Background: an optimization exercise with open tools, aiming at small area and a short achievable clock period. Do not read the settings as production practice. At most, simulation tests tie the RTL to the original design; equivalence was not proved. Power and IR drop assume default switching activity.

==> violet <==
// fp32_mul
module fp32_mul(
    input wire clk,
    input wire [31:0] a,         
    input wire [31:0] b,         
    input wire [2:0] rm,         
    output reg [31:0] result,    
    output wire nv,              
    output wire of,              
    output wire uf,              
    output wire nx               
);
make LEC_CHECK=0 CAP_MARGIN=20 CORE_MARGIN=2 CORE_UTILIZATION=40 SETUP_SLACK_MARGIN=3.9 SLEW_MARGIN=20 SYNTH_HIERARCHICAL=1 finish   # period 8.2 ns
run.sh (not shown) runs the stock make flow with config.mk's settings and CLKGATE_MAP_FILE= SYNTH_SCRIPT=/design/flow/synth_recipe.tcl, a recipe that flattens the netlist after the stock synthesis.
==> tundra (differences from violet) <==
--- a/flow/design.v
+++ b/flow/design.v
@@ -1707,24 +1707,22 @@
                       (s2_m_rmm & g) |
                       (s2_m_away & s2_inexact);
     wire [23:0] s2_mant = hi ? sig[26:3] : sig[25:2];
     wire s2_inc = hi ? (s2_add_one & sig[2]) : s2_add_one;
     reg [23:0] s3_mant;
     reg s3_inc;
-    reg s3_all_ones;
     reg s3_hi;
     reg s3_inexact;
     reg s3_sign;
     reg [7:0] s3_exp;
     reg s3_exp_le0, s3_exp_ge255, s3_exp_eq254;
     reg s3_of_to_max;
     reg s3_invalid, s3_is_nan, s3_is_inf, s3_is_zero;
     always @(posedge clk) begin
         s3_mant <= s2_mant;
         s3_inc <= s2_inc;
-        s3_all_ones <= &s2_mant;
         s3_hi <= hi;
         s3_inexact <= s2_inexact;
         s3_sign <= s2_sign;
         s3_exp <= s2_exp;
         s3_exp_le0 <= s2_exp_le0;
         s3_exp_ge255 <= s2_exp_ge255;
@@ -1733,13 +1731,13 @@
         s3_invalid <= s2_invalid;
         s3_is_nan <= s2_is_nan;
         s3_is_inf <= s2_is_inf;
         s3_is_zero <= s2_is_zero;
     end
     wire [24:0] rounded = {1'b0, s3_mant} + {24'b0, s3_inc};
-    wire carry = s3_hi | (s3_inc & s3_all_ones);    
+    wire carry = s3_hi | rounded[24];
     wire ovf = ~s3_exp_le0 & (s3_exp_ge255 | (s3_exp_eq254 & carry));
     wire [7:0] res_exp = s3_exp_le0 ? {7'b0, rounded[23]} : (carry ? s3_exp + 8'd1 : s3_exp);
     wire special = s3_is_nan | s3_is_inf | s3_is_zero;
     assign nv = s3_invalid;
     assign of = ~special & ovf;
     assign uf = ~special & s3_exp_le0 & ~rounded[23] & s3_inexact;
--- a/flow/config.mk
+++ b/flow/config.mk
@@ -5,9 +5,9 @@
 export SDC_FILE = /design/flow/constraint.sdc
 export NUM_CORES = 4
 export LEC_CHECK = 0
 export CAP_MARGIN = 20
 export CORE_MARGIN = 2
 export CORE_UTILIZATION = 40
-export SETUP_SLACK_MARGIN = 3.9
+export SETUP_SLACK_MARGIN = 3.5
 export SLEW_MARGIN = 20
 export SYNTH_HIERARCHICAL = 1
==> summary of the runs <==
Between violet and tundra, the lower clock power is in violet (gap about 4%, measured against tundra).
Of tundra and violet, violet has the higher first-iteration DRC count (gap 11%, measured against violet).
Between violet and tundra, the lower cell area is in tundra (gap 8.5%, measured against tundra).
Of tundra and violet, violet has the higher combinational power (gap about 10%, measured against violet).
Of tundra and violet, violet has the higher synthesized area (gap about 3.4%, measured against violet).
Function was not checked in any run of this note: the RTL went through the layout flow alone.


==> job 5317: inputs <==
Another version of the RTL of fp32_mul (not shown whole).
==> flow/config.mk <==
export PLATFORM = sky130hd
export DESIGN_NAME = fp32_mul
export DESIGN_NICKNAME = fp32_mul
export VERILOG_FILES = /design/flow/design.v
export SDC_FILE = /design/flow/constraint.sdc
export NUM_CORES = 4
export LEC_CHECK = 0
export ABC_CLOCK_PERIOD_IN_PS = 3000
export CAP_MARGIN = 20
export CORE_MARGIN = 2
export CORE_UTILIZATION = 40
export SETUP_SLACK_MARGIN = 3.9
export SLEW_MARGIN = 20
export SYNTH_HIERARCHICAL = 1
==> flow/constraint.sdc <==
create_clock -name core_clock -period 8.2 [get_ports {clk}]
set_input_delay 1.6400 -clock core_clock [delete_from_list [all_inputs] [get_ports {clk}]]
set_output_delay 1.6400 -clock core_clock [all_outputs]
set_load 0.01 [all_outputs]
==> job 3560: changes against job 5317 <==
--- a/flow/design.v
+++ b/flow/design.v
@@ -1989,28 +1989,32 @@
     wire round_up = (s3_m_rne & s3_g & (s3_mant[0] | s3_rest)) |
                     (s3_m_rmm & s3_g) |
                     (s3_m_away & (s3_hi ? s3_g : inexact));
     wire [24:0] all_below;
     fp32_mul_ones u_ones (.m(s3_mant), .ab(all_below));
     wire [23:0] mant_inc = s3_mant ^ all_below[23:0];
     wire [24:0] rounded = round_up ? {all_below[24], mant_inc} : {1'b0, s3_mant};
-    wire round_carry = round_up & all_below[24];      
+    wire mant_ones;
+    fp32_mul_and24 u_and24 (.m(s3_mant), .y(mant_ones));
+    wire round_carry = round_up & mant_ones;      
     wire carry = s3_hi | round_carry;
     wire special = s3_is_nan | s3_is_inf | s3_is_zero;
     wire of_to_max = ~(s3_m_rne | s3_m_rmm | s3_m_away);
     wire ovf_early = ~s3_exp_le0 & (s3_exp_ge255 | (s3_exp_eq254 & s3_hi));
     wire ovf_late = ~s3_exp_le0 & s3_exp_eq254 & ~s3_hi & round_carry;
     wire ovf = ovf_early | ovf_late;
     wire fixed = special | ovf_early;
     wire [7:0] fixed_exp = s3_is_zero & ~s3_is_nan & ~s3_is_inf ? 8'h00 :
                            (~special & of_to_max) ? 8'hfe : 8'hff;
     wire [22:0] fixed_mant = s3_is_nan ? 23'h400000 : (~special & of_to_max) ? {23{1'b1}} : 23'b0;
     wire [7:0] exp_up;
     fp32_mul_inc8 u_exp_up (.x(s3_exp), .y(exp_up));
-    wire exp_sel = s3_exp_le0 ? rounded[23] : carry;
+    wire low_ones;
+    fp32_mul_and23 u_and23 (.m(s3_mant[22:0]), .y(low_ones));
+    wire exp_sel = (s3_exp_le0 ? s3_mant[23] : s3_hi) | (round_up & low_ones);
     wire [7:0] res_exp = exp_sel ? exp_up : s3_exp;
     wire [22:0] res_mant = rounded[22:0];
     assign nv = s3_invalid;
     assign of = ~special & ovf;
     assign uf = ~special & s3_exp_le0 & ~rounded[23] & inexact;
     assign nx = ~special & (inexact | ovf);
     always @* begin
@@ -2103,14 +2107,72 @@
 endmodule
 module fp32_mul_inc8(
     input wire [7:0] x,
     output wire [7:0] y
 );
     assign y = x + 8'd1;
 endmodule
+module fp32_mul_and24(
+    input wire [23:0] m,
+    output wire y
+);
+    wire [5:0] n4;
+    wire [1:0] o3;
+    genvar gq;
+    generate
+        for (gq = 0; gq < 6; gq = gq + 1) begin : g_q
+            fp32_mul_nand4 u_n4 (.a(m[4*gq]), .b(m[4*gq+1]), .c(m[4*gq+2]), .d(m[4*gq+3]), .y(n4[gq]));
+        end
+    endgenerate
+    fp32_mul_nor3 u_o0 (.a(n4[0]), .b(n4[1]), .c(n4[2]), .y(o3[0]));
+    fp32_mul_nor3 u_o1 (.a(n4[3]), .b(n4[4]), .c(n4[5]), .y(o3[1]));
+    assign y = o3[0] & o3[1];
+endmodule
+module fp32_mul_and23(
+    input wire [22:0] m,
+    output wire y
+);
+    wire [5:0] n4;
+    wire [1:0] o3;
+    genvar gq;
+    generate
+        for (gq = 0; gq < 5; gq = gq + 1) begin : g_q
+            fp32_mul_nand4 u_n4 (.a(m[4*gq]), .b(m[4*gq+1]), .c(m[4*gq+2]), .d(m[4*gq+3]), .y(n4[gq]));
+        end
+    endgenerate
+    fp32_mul_nand3 u_n3 (.a(m[20]), .b(m[21]), .c(m[22]), .y(n4[5]));
+    fp32_mul_nor3 u_o0 (.a(n4[0]), .b(n4[1]), .c(n4[2]), .y(o3[0]));
+    fp32_mul_nor3 u_o1 (.a(n4[3]), .b(n4[4]), .c(n4[5]), .y(o3[1]));
+    assign y = o3[0] & o3[1];
+endmodule
+module fp32_mul_nand3(
+    input wire a,
+    input wire b,
+    input wire c,
+    output wire y
+);
+    assign y = ~(a & b & c);
+endmodule
+module fp32_mul_nand4(
+    input wire a,
+    input wire b,
+    input wire c,
+    input wire d,
+    output wire y
+);
+    assign y = ~(a & b & c & d);
+endmodule
+module fp32_mul_nor3(
+    input wire a,
+    input wire b,
+    input wire c,
+    output wire y
+);
+    assign y = ~(a | b | c);
+endmodule
 `default_nettype wire
 module fp32_mul_fa(
     input wire x,
     input wire y,
     input wire z,
     output wire s,
     output wire c
==> flow/flow/run.sh (new file) <==
#!/bin/bash
# The standard layout (synthesis included, unchanged), with the input and
# output port buffers that buffer_ports inserts taken as sky130_fd_sc_hd__buf_2
# instead of the delay-cell buffer it picks on its own.
set -euo pipefail
export BUFFER_PORTS_ARGS="-buffer_cell sky130_fd_sc_hd__buf_2"
bash standard.sh > standard.log 2>&1
==> flow/standard.sh (new file) <==
#!/bin/bash
# synth_recipe.tcl (not shown) runs the flow's synth.tcl, then flattens the netlist and writes it again
# the make line also repeats each setting of config.mk as NAME=value (left out here)
make -C /OpenROAD-flow-scripts/flow DESIGN_CONFIG=/design/flow/config.mk WORK_HOME=/design/flow/orfs CLKGATE_MAP_FILE= SYNTH_SCRIPT=/design/flow/synth_recipe.tcl "${@:-finish}"
- ABC_CLOCK_PERIOD_IN_PS: 3000 -> unset
removed: flow/run.sh
==> job 2324: changes against job 5317 <==
--- a/flow/design.v
+++ b/flow/design.v
@@ -1969,15 +1969,15 @@
     reg s3_invalid, s3_is_nan, s3_is_inf, s3_is_zero;
     always @(posedge clk) begin
         s3_mant <= s2_mant;
         s3_g <= s2_g;
         s3_rest <= s2_rest;
         s3_hi <= hi;
         s3_sign <= s2_sign;
-        s3_exp <= s2_exp_le0 ? 8'd0 : s2_exp;
+        s3_exp <= s2_exp;
         s3_exp_le0 <= s2_exp_le0;
         s3_exp_ge255 <= s2_exp_ge255;
         s3_exp_eq254 <= s2_exp_eq254;
         s3_m_rne <= s2_m_rne;
         s3_m_rmm <= s2_m_rmm;
         s3_m_away <= s2_m_away;
         s3_invalid <= s2_invalid;
@@ -1986,131 +1986,51 @@
         s3_is_zero <= s2_is_zero;
     end
     wire inexact = s3_g | s3_rest;
     wire round_up = (s3_m_rne & s3_g & (s3_mant[0] | s3_rest)) |
                     (s3_m_rmm & s3_g) |
                     (s3_m_away & (s3_hi ? s3_g : inexact));
     wire [24:0] all_below;
-    fp32_mul_ones u_ones (.m(s3_mant), .ab(all_below));
+    genvar gk;
+    generate
+        for (gk = 0; gk <= 24; gk = gk + 1) begin : g_inc
+            if (gk == 0) begin : g_first
+                assign all_below[gk] = 1'b1;
+            end else begin : g_rest
+                assign all_below[gk] = &s3_mant[gk-1:0];
+            end
+        end
+    endgenerate
     wire [23:0] mant_inc = s3_mant ^ all_below[23:0];
     wire [24:0] rounded = round_up ? {all_below[24], mant_inc} : {1'b0, s3_mant};
     wire round_carry = round_up & all_below[24];      
     wire carry = s3_hi | round_carry;
     wire special = s3_is_nan | s3_is_inf | s3_is_zero;
     wire of_to_max = ~(s3_m_rne | s3_m_rmm | s3_m_away);
     wire ovf_early = ~s3_exp_le0 & (s3_exp_ge255 | (s3_exp_eq254 & s3_hi));
     wire ovf_late = ~s3_exp_le0 & s3_exp_eq254 & ~s3_hi & round_carry;
     wire ovf = ovf_early | ovf_late;
     wire fixed = special | ovf_early;
     wire [7:0] fixed_exp = s3_is_zero & ~s3_is_nan & ~s3_is_inf ? 8'h00 :
                            (~special & of_to_max) ? 8'hfe : 8'hff;
     wire [22:0] fixed_mant = s3_is_nan ? 23'h400000 : (~special & of_to_max) ? {23{1'b1}} : 23'b0;
-    wire [7:0] exp_up;
-    fp32_mul_inc8 u_exp_up (.x(s3_exp), .y(exp_up));
-    wire exp_sel = s3_exp_le0 ? rounded[23] : carry;
-    wire [7:0] res_exp = exp_sel ? exp_up : s3_exp;
-    wire [22:0] res_mant = rounded[22:0];
+    wire [7:0] res_exp = ovf_late ? (of_to_max ? 8'hfe : 8'hff) :
+                         s3_exp_le0 ? {7'b0, rounded[23]} :
+                         carry ? s3_exp + 8'd1 : s3_exp;
+    wire [22:0] res_mant = rounded[22:0] | {23{ovf_late & of_to_max}};
     assign nv = s3_invalid;
     assign of = ~special & ovf;
     assign uf = ~special & s3_exp_le0 & ~rounded[23] & inexact;
     assign nx = ~special & (inexact | ovf);
     always @* begin
         result[31] = s3_sign & ~s3_is_nan;
         result[30:23] = fixed ? fixed_exp : res_exp;
         result[22:0] = fixed ? fixed_mant : res_mant;
     end
 endmodule
-module fp32_mul_ones(
-    input wire [23:0] m,
-    output wire [24:0] ab
-);
-    wire p0 = m[1] & m[0];
-    wire p1 = m[3] & m[2];
-    wire p2 = m[5] & m[4];
-    wire p3 = m[7] & m[6];
-    wire p4 = m[9] & m[8];
-    wire p5 = m[11] & m[10];
-    wire p6 = m[13] & m[12];
-    wire p7 = m[15] & m[14];
-    wire p8 = m[17] & m[16];
-    wire p9 = m[19] & m[18];
-    wire p10 = m[21] & m[20];
-    wire p11 = m[23] & m[22];
-    wire p12 = m[2] & p0;
-    wire p13 = p1 & p0;
-    wire p14 = m[6] & p2;
-    wire p15 = p3 & p2;
-    wire p16 = m[10] & p4;
-    wire p17 = p5 & p4;
-    wire p18 = m[14] & p6;
-    wire p19 = p7 & p6;
-    wire p20 = m[18] & p8;
-    wire p21 = p9 & p8;
-    wire p22 = m[22] & p10;
-    wire p23 = p11 & p10;
-    wire p24 = m[4] & p13;
-    wire p25 = p2 & p13;
-    wire p26 = p14 & p13;
-    wire p27 = p15 & p13;
-    wire p28 = m[12] & p17;
-    wire p29 = p6 & p17;
-    wire p30 = p18 & p17;
-    wire p31 = p19 & p17;
-    wire p32 = m[20] & p21;
-    wire p33 = p10 & p21;
-    wire p34 = p22 & p21;
-    wire p35 = p23 & p21;
-    wire p36 = m[8] & p27;
-    wire p37 = p4 & p27;
-    wire p38 = p16 & p27;
-    wire p39 = p17 & p27;
-    wire p40 = p28 & p27;
-    wire p41 = p29 & p27;
-    wire p42 = p30 & p27;
-    wire p43 = p31 & p27;
-    wire p44 = m[16] & p43;
-    wire p45 = p8 & p43;
-    wire p46 = p20 & p43;
-    wire p47 = p21 & p43;
-    wire p48 = p32 & p43;
-    wire p49 = p33 & p43;
-    wire p50 = p34 & p43;
-    wire p51 = p35 & p43;
-    assign ab[0] = 1'b1;
-    assign ab[1] = m[0];
-    assign ab[2] = p0;
-    assign ab[3] = p12;
-    assign ab[4] = p13;
-    assign ab[5] = p24;
-    assign ab[6] = p25;
-    assign ab[7] = p26;
-    assign ab[8] = p27;
-    assign ab[9] = p36;
-    assign ab[10] = p37;
-    assign ab[11] = p38;
-    assign ab[12] = p39;
-    assign ab[13] = p40;
-    assign ab[14] = p41;
-    assign ab[15] = p42;
-    assign ab[16] = p43;
-    assign ab[17] = p44;
-    assign ab[18] = p45;
-    assign ab[19] = p46;
-    assign ab[20] = p47;
-    assign ab[21] = p48;
-    assign ab[22] = p49;
-    assign ab[23] = p50;
-    assign ab[24] = p51;
-endmodule
-module fp32_mul_inc8(
-    input wire [7:0] x,
-    output wire [7:0] y
-);
-    assign y = x + 8'd1;
-endmodule
 `default_nettype wire
 module fp32_mul_fa(
     input wire x,
     input wire y,
     input wire z,
     output wire s,
     output wire c
- ABC_CLOCK_PERIOD_IN_PS: 3000 -> unset
==> results.txt <==
flip-flop and latch count after synthesis 246; WL met1 36800 µm; Setup Skew 12.4 ps; cell accounting for the most synthesized area fa_1; DPL Wire Length 59200 µm; status no timing/DRC/antenna violations; top cell type's share of synthesized area 22.2%; register area share after synthesis between 10% and 20%; critical path's slowest cell dfxtp_4; clk pwr 0.00138 W; fraction of standard cell area in multi-input logic 67.4%; Detailed Routing Iterations Pass 1 9; Peak VDD IR 0.411 mV; grt met2 use 42.2%; min cycle time layout between 4000 and 5000 ps
(the above is from job 2324)
==> results.txt <==
status no timing/DRC/antenna violations; most common cell after layout, fill and taps aside xor2_1; Peak VDD IR 0.268 mV; min cycle time layout 4260 ps; pre-CTS setup slack 3380 ps; grt met2 use 42.9%; Detailed Routing Iterations Pass 1 6; layout cells sized above 1 15.9%; Setup Skew 37.7 ps; WL met1 37200 µm; fraction of standard cell area in multi-input logic 68.8%; DPL Wire Length about 62000 µm; clk pwr 0.00131 W
(the above is from job 3560)
==> results.txt <==
Post-Synth XOR/XNOR Area a little over an eighth; clk pwr approximately 0.0014 W; grt met2 use between 40% and 50%; fraction of standard cell area in multi-input logic approximately two thirds; register area share after synthesis between 10% and 20%; cell accounting for the most synthesized area fa_1; critical path's slowest cell or4_4; flip-flop and latch count after synthesis 246; initial antenna violation count 1; Detailed Routing Iterations Pass 1 6; main combinational cell family by area after synthesis adder cells; status no timing/DRC/antenna violations; Setup Skew 15.3 ps
(the above is from job 5317)
Function not checked in job 5317 and job 2324: the RTL went through the layout flow alone.

port drivers added, routing unchanged:
In the flow no input, the clock included, has a driving cell. The finished layouts below were timed again as built, in two steps.
Step 1 assumes that a clkbuf_16 drives the clock port and a buf_2 every other input.
Step 2 adds t to the input delays and takes it off the output delays; t is the mean of the earliest and latest rising clock arrival at the registers after step 1. Input paths then give back, and output paths get back, about the clock's delay inside the block.
Slacks: no drivers / after step 1 / after step 2; pairs: no drivers / after step 1.
run	t, ns	setup WS [ns]	worst setup path at the end	worst register clock-pin slew, ns
violet	0.610	3.545 / 3.545 / 3.436	input to register	0.06 / 0.06
tundra	0.623	3.485 / 3.425 / 3.103	input to register	0.07 / 0.07
job 5317	0.625	3.786 / 3.721 / 3.547	input to register	0.07 / 0.07
job 3560	0.637	3.941 / 3.941 / 3.746	input to register	0.07 / 0.07
job 2324	0.631	3.372 / 3.312 / 3.419	input to register	0.06 / 0.06
After both steps every run listed still meets setup and hold. The setup slack of tundra, which loses most, moves by -0.060 ns with the drivers and by -0.382 ns with both steps.
